Background: an optimization exercise with open tools, aiming at small area. Do not read the settings as production practice.
The RTL was checked by simulation tests, not by an equivalence proof against the original design.
The flow treats the clock pin as an ideal source, which a real chip does not have.
Power is estimated from default activity; no workload was simulated.

exp/nickel:
// axi_gpio_top
module axi_gpio_top(  
  input ACLK,
  input ARESETn,
  input        AWVALID,
  output       AWREADY,
  input [31:0] AWADDR,
  input [2 :0] AWPROT,
  input        WVALID,
  output       WREADY,
  input [31:0] WDATA,
  input [3 :0] WSTRB,  
  output       BVALID,
  input        BREADY,
  output[1 :0] BRESP,
  input        ARVALID,
  output       ARREADY,
  input [31:0] ARADDR,
  input [2 :0] ARPROT,
  output       RVALID,
  input        RREADY,
  output[31:0] RDATA,
  output[1 :0] RRESP,
  output [7:0] led,      
  input  [7:0] switch,   
  input  [4:0] button,    
  output interrupt
);
For scale: roughly 1,400 cells after synthesis, about 180 I/O pins, about 15,000 µm² of cells after synthesis.
clock: 10.0 ns
lec_check: 0
abc_area: 1
cap_margin: 10
core_margin: 2
core_utilization: 60
slew_margin: 10
standard.sh (not shown) runs the stock make flow with config.mk's settings and CLKGATE_MAP_FILE= SYNTH_SCRIPT=/design/flow/synth_recipe.tcl, a recipe that flattens the netlist after the stock synthesis.
==> flow/flow/run.sh <==
#!/bin/bash
# Own layout flow: the standard flow (standard.sh), with these changes:
#  - synthesis maps the logic with an area-oriented ABC script (abc_area.script
#    here) instead of ORFS's, and skips ORFS's half/full adder extraction;
#    everything else in the synthesis is unchanged, so the registers are the
#    standard synthesis's;
#  - port buffering uses sky130_fd_sc_hd__buf_1 cells;
#  - CTS clusters at most 18 flip-flops per sky130_fd_sc_hd__clkbuf_8, with no
#    dummy loads;
#  - after CTS, cells off the critical paths are sized down, and clock
#    buffers whose flip-flops see a slow clock edge are sized up (post_cts.tcl).
# Each tool's full output stays in orfs/logs/; make's output goes to make.log.
set -euo pipefail
W=$(pwd)
cat > "$W/own_synth.tcl" <<EOT
proc abc {args} {
  set i [lsearch -exact \$args -script]
  if {\$i >= 0} { lset args [expr {\$i + 1}] {$W/flow/abc_area.script} }
  yosys abc {*}\$args
}
# ORFS's half/full adder extraction only hurts the area here
proc extract_fa {args} {}
source {$W/synth_recipe.tcl}
EOT
EXTRA="'BUFFER_PORTS_ARGS=-buffer_cell sky130_fd_sc_hd__buf_1'"
EXTRA+=" 'CTS_ARGS=-sink_clustering_enable -repair_clock_nets -buf_list sky130_fd_sc_hd__clkbuf_8 -sink_clustering_size 18 -sink_clustering_max_diameter 70 -dont_use_dummy_load'"
EXTRA+=" 'POST_CTS_TCL=$W/flow/post_cts.tcl'"
sed -e "s#SYNTH_SCRIPT=[^ ']*#SYNTH_SCRIPT=$W/own_synth.tcl#" \
    -e "s#CLKGATE_MAP_FILE= #CLKGATE_MAP_FILE= $EXTRA #" \
    standard.sh > own_standard.sh
grep -q own_synth.tcl own_standard.sh
grep -q POST_CTS_TCL own_standard.sh
bash own_standard.sh > make.log 2>&1
==> flow/flow/post_cts.tcl <==
# size down cells on paths with slack to spare, then re-legalise
log_cmd repair_timing -recover_power 100 -setup_margin 0 -hold_margin 0 -verbose

estimate_parasitics -placement
set slow_drivers {}
foreach pin [get_pins -of_objects [all_registers -edge_triggered] -filter "is_clock==1"] {
  set s 0.0
  foreach prop {slew_max_rise slew_max_fall} {
    set v [get_property $pin $prop]
    if {[string is double -strict $v] && $v > $s} { set s $v }
  }
  if {$s > 0.110} {
    foreach drv [get_pins -of_objects [get_nets -of_objects $pin] -filter "direction==output"] {
      lappend slow_drivers [get_full_name [get_cells -of_objects $drv]]
    }
  }
}
foreach inst [lsort -unique $slow_drivers] {
  set cell [get_property [get_cells $inst] ref_name]
  set bigger [string map {clkbuf_4 clkbuf_8 clkbuf_8 clkbuf_16} $cell]
  if {$bigger ne $cell} {
    puts "upsizing clock buffer $inst: $cell -> $bigger"
    replace_cell [get_cells $inst] [get_lib_cells $bigger]
  }
}
detailed_placement
check_placement -verbose
Other scripts of this flow, unchanged in this note and not shown: flow/flow/abc_area.script
exp/nickel: done, clean on timing, DRC and antenna
Edits applied to the flow inputs when going from exp/nickel to exp/maple:
- CORE_UTILIZATION changed from 60 to 85
diff --git a/flow/flow/post_cts.tcl b/flow/flow/post_cts.tcl
--- a/flow/flow/post_cts.tcl
+++ b/flow/flow/post_cts.tcl
@@ -11,3 +11,3 @@
   }
-  if {$s > 0.110} {
+  if {$s > 0.100} {
     foreach drv [get_pins -of_objects [get_nets -of_objects $pin] -filter "direction==output"] {
## What came out
Comparing area overhead of the layout relative to synthesis for exp/nickel and exp/maple, the bigger number came from exp/nickel.
Area taken by multi-input logic gates delta (exp/maple -> exp/nickel): insignificant
[exp/maple vs exp/nickel] clock latency of the later-clocked register in the worst-skew pair: higher in exp/maple
From exp/nickel to exp/maple the numbers moved as follows: setup slack fell by 150 ps; via count of the first global-routing pass rose by 1,830; post-detailed-routing wire length rose by 19%; via total after detailed routing rose by 1,469.
Wire length of the first global-routing pass: higher on exp/maple
NOTE: depth of the worst register-to-register path in exp/maple falls short of that of exp/nickel
Here is what was changed in the inputs of exp/onyx compared with exp/maple.
- CORE_UTILIZATION: 85 -> 60
diff --git a/flow/flow/run.sh b/flow/flow/run.sh
--- a/flow/flow/run.sh
+++ b/flow/flow/run.sh
@@ -25,3 +25,3 @@
 EXTRA="'BUFFER_PORTS_ARGS=-buffer_cell sky130_fd_sc_hd__buf_1'"
-EXTRA+=" 'CTS_ARGS=-sink_clustering_enable -repair_clock_nets -buf_list sky130_fd_sc_hd__clkbuf_8 -sink_clustering_size 18 -sink_clustering_max_diameter 70 -dont_use_dummy_load'"
+EXTRA+=" 'CTS_ARGS=-sink_clustering_enable -repair_clock_nets -buf_list sky130_fd_sc_hd__clkbuf_8 -sink_clustering_size 20 -sink_clustering_max_diameter 80 -dont_use_dummy_load'"
 EXTRA+=" 'POST_CTS_TCL=$W/flow/post_cts.tcl'"
diff --git a/flow/flow/post_cts.tcl b/flow/flow/post_cts.tcl
--- a/flow/flow/post_cts.tcl
+++ b/flow/flow/post_cts.tcl
@@ -11,3 +11,3 @@
   }
-  if {$s > 0.100} {
+  if {$s > 0.110} {
     foreach drv [get_pins -of_objects [get_nets -of_objects $pin] -filter "direction==output"] {
## What came out
- Between exp/maple and exp/onyx, placement-stage cell area is lower for exp/maple, exp/onyx comes in above that.
- exp/onyx vs exp/maple — sequential power share rose 0.5 points.
- Side by side, non-clock buffer count turned out higher in exp/onyx than in exp/maple.
- Diff exp/maple..exp/onyx | mapped cell area | unchanged
- The clock-buffer cell count of exp/onyx falls short of that of exp/maple by 2.
- Diff exp/maple and exp/onyx: final wirelength lower in exp/onyx
- Clock group share of total power ended up 0.4 points higher on exp/onyx than on exp/maple.
- Cmp exp/onyx vs exp/maple: width of the chip higher in exp/onyx
- exp/onyx vs exp/maple: site row count up by more than 10%
- exp/maple has higher register fraction of the total cell area than exp/onyx.
For exp/garnet, these inputs were changed with respect to exp/onyx:
- changing CORE_UTILIZATION from 60 to 80
diff --git a/flow/flow/run.sh b/flow/flow/run.sh
--- a/flow/flow/run.sh
+++ b/flow/flow/run.sh
@@ -25,3 +25,3 @@
 EXTRA="'BUFFER_PORTS_ARGS=-buffer_cell sky130_fd_sc_hd__buf_1'"
-EXTRA+=" 'CTS_ARGS=-sink_clustering_enable -repair_clock_nets -buf_list sky130_fd_sc_hd__clkbuf_8 -sink_clustering_size 20 -sink_clustering_max_diameter 80 -dont_use_dummy_load'"
+EXTRA+=" 'CTS_ARGS=-sink_clustering_enable -repair_clock_nets -buf_list sky130_fd_sc_hd__clkbuf_8 -sink_clustering_size 18 -sink_clustering_max_diameter 70 -dont_use_dummy_load'"
 EXTRA+=" 'POST_CTS_TCL=$W/flow/post_cts.tcl'"
### Flow results
Worst setup path category = input pin to flop: exp/onyx; worst setup path category = flop to flop: exp/garnet. Non-clock buffer count (exp/garnet over exp/onyx): decrease, about 4%. exp/onyx → exp/garnet: routed length on met3 climbed 51%, initial core utilization climbed 20 points, minimum period implied by the final worst setup slack climbed 230 ps, met1 routing resource usage after global routing climbed 11 points. Core utilization: exp/garnet higher than exp/onyx. Fraction of final layout cells sized beyond drive strength 1: exp/onyx vs exp/garnet — no meaningful difference.

## static timing again, ports no longer ideal
Ports are ideal in the flow. The routed layouts listed here were re-timed in OpenROAD. Step 1, drivers: a clkbuf_16 drives ACLK and a buf_2 each remaining input, both assumed. Step 2 also shifts input and output timing later by t, the mid clock arrival at the registers, as if the neighbouring blocks saw the same clock. a / b / c = ideal / step 1 / step 2; a / b = the first two.
run	t (ns)	setup WS [ns]	clock arrival spread, ns
exp/nickel	0.633	6.153 / 6.172 / 5.539	0.041 / 0.041
exp/maple	0.662	6.006 / 6.018 / 5.356	0.063 / 0.063
exp/onyx	0.634	6.149 / 6.171 / 5.537	0.103 / 0.102
exp/garnet	0.612	5.917 / 5.917 / 5.510	0.054 / 0.054
After both steps every run listed still meets setup and hold. For exp/maple, which loses most, drivers alone change the setup slack by +0.012 ns; drivers and shift together by -0.650 ns.
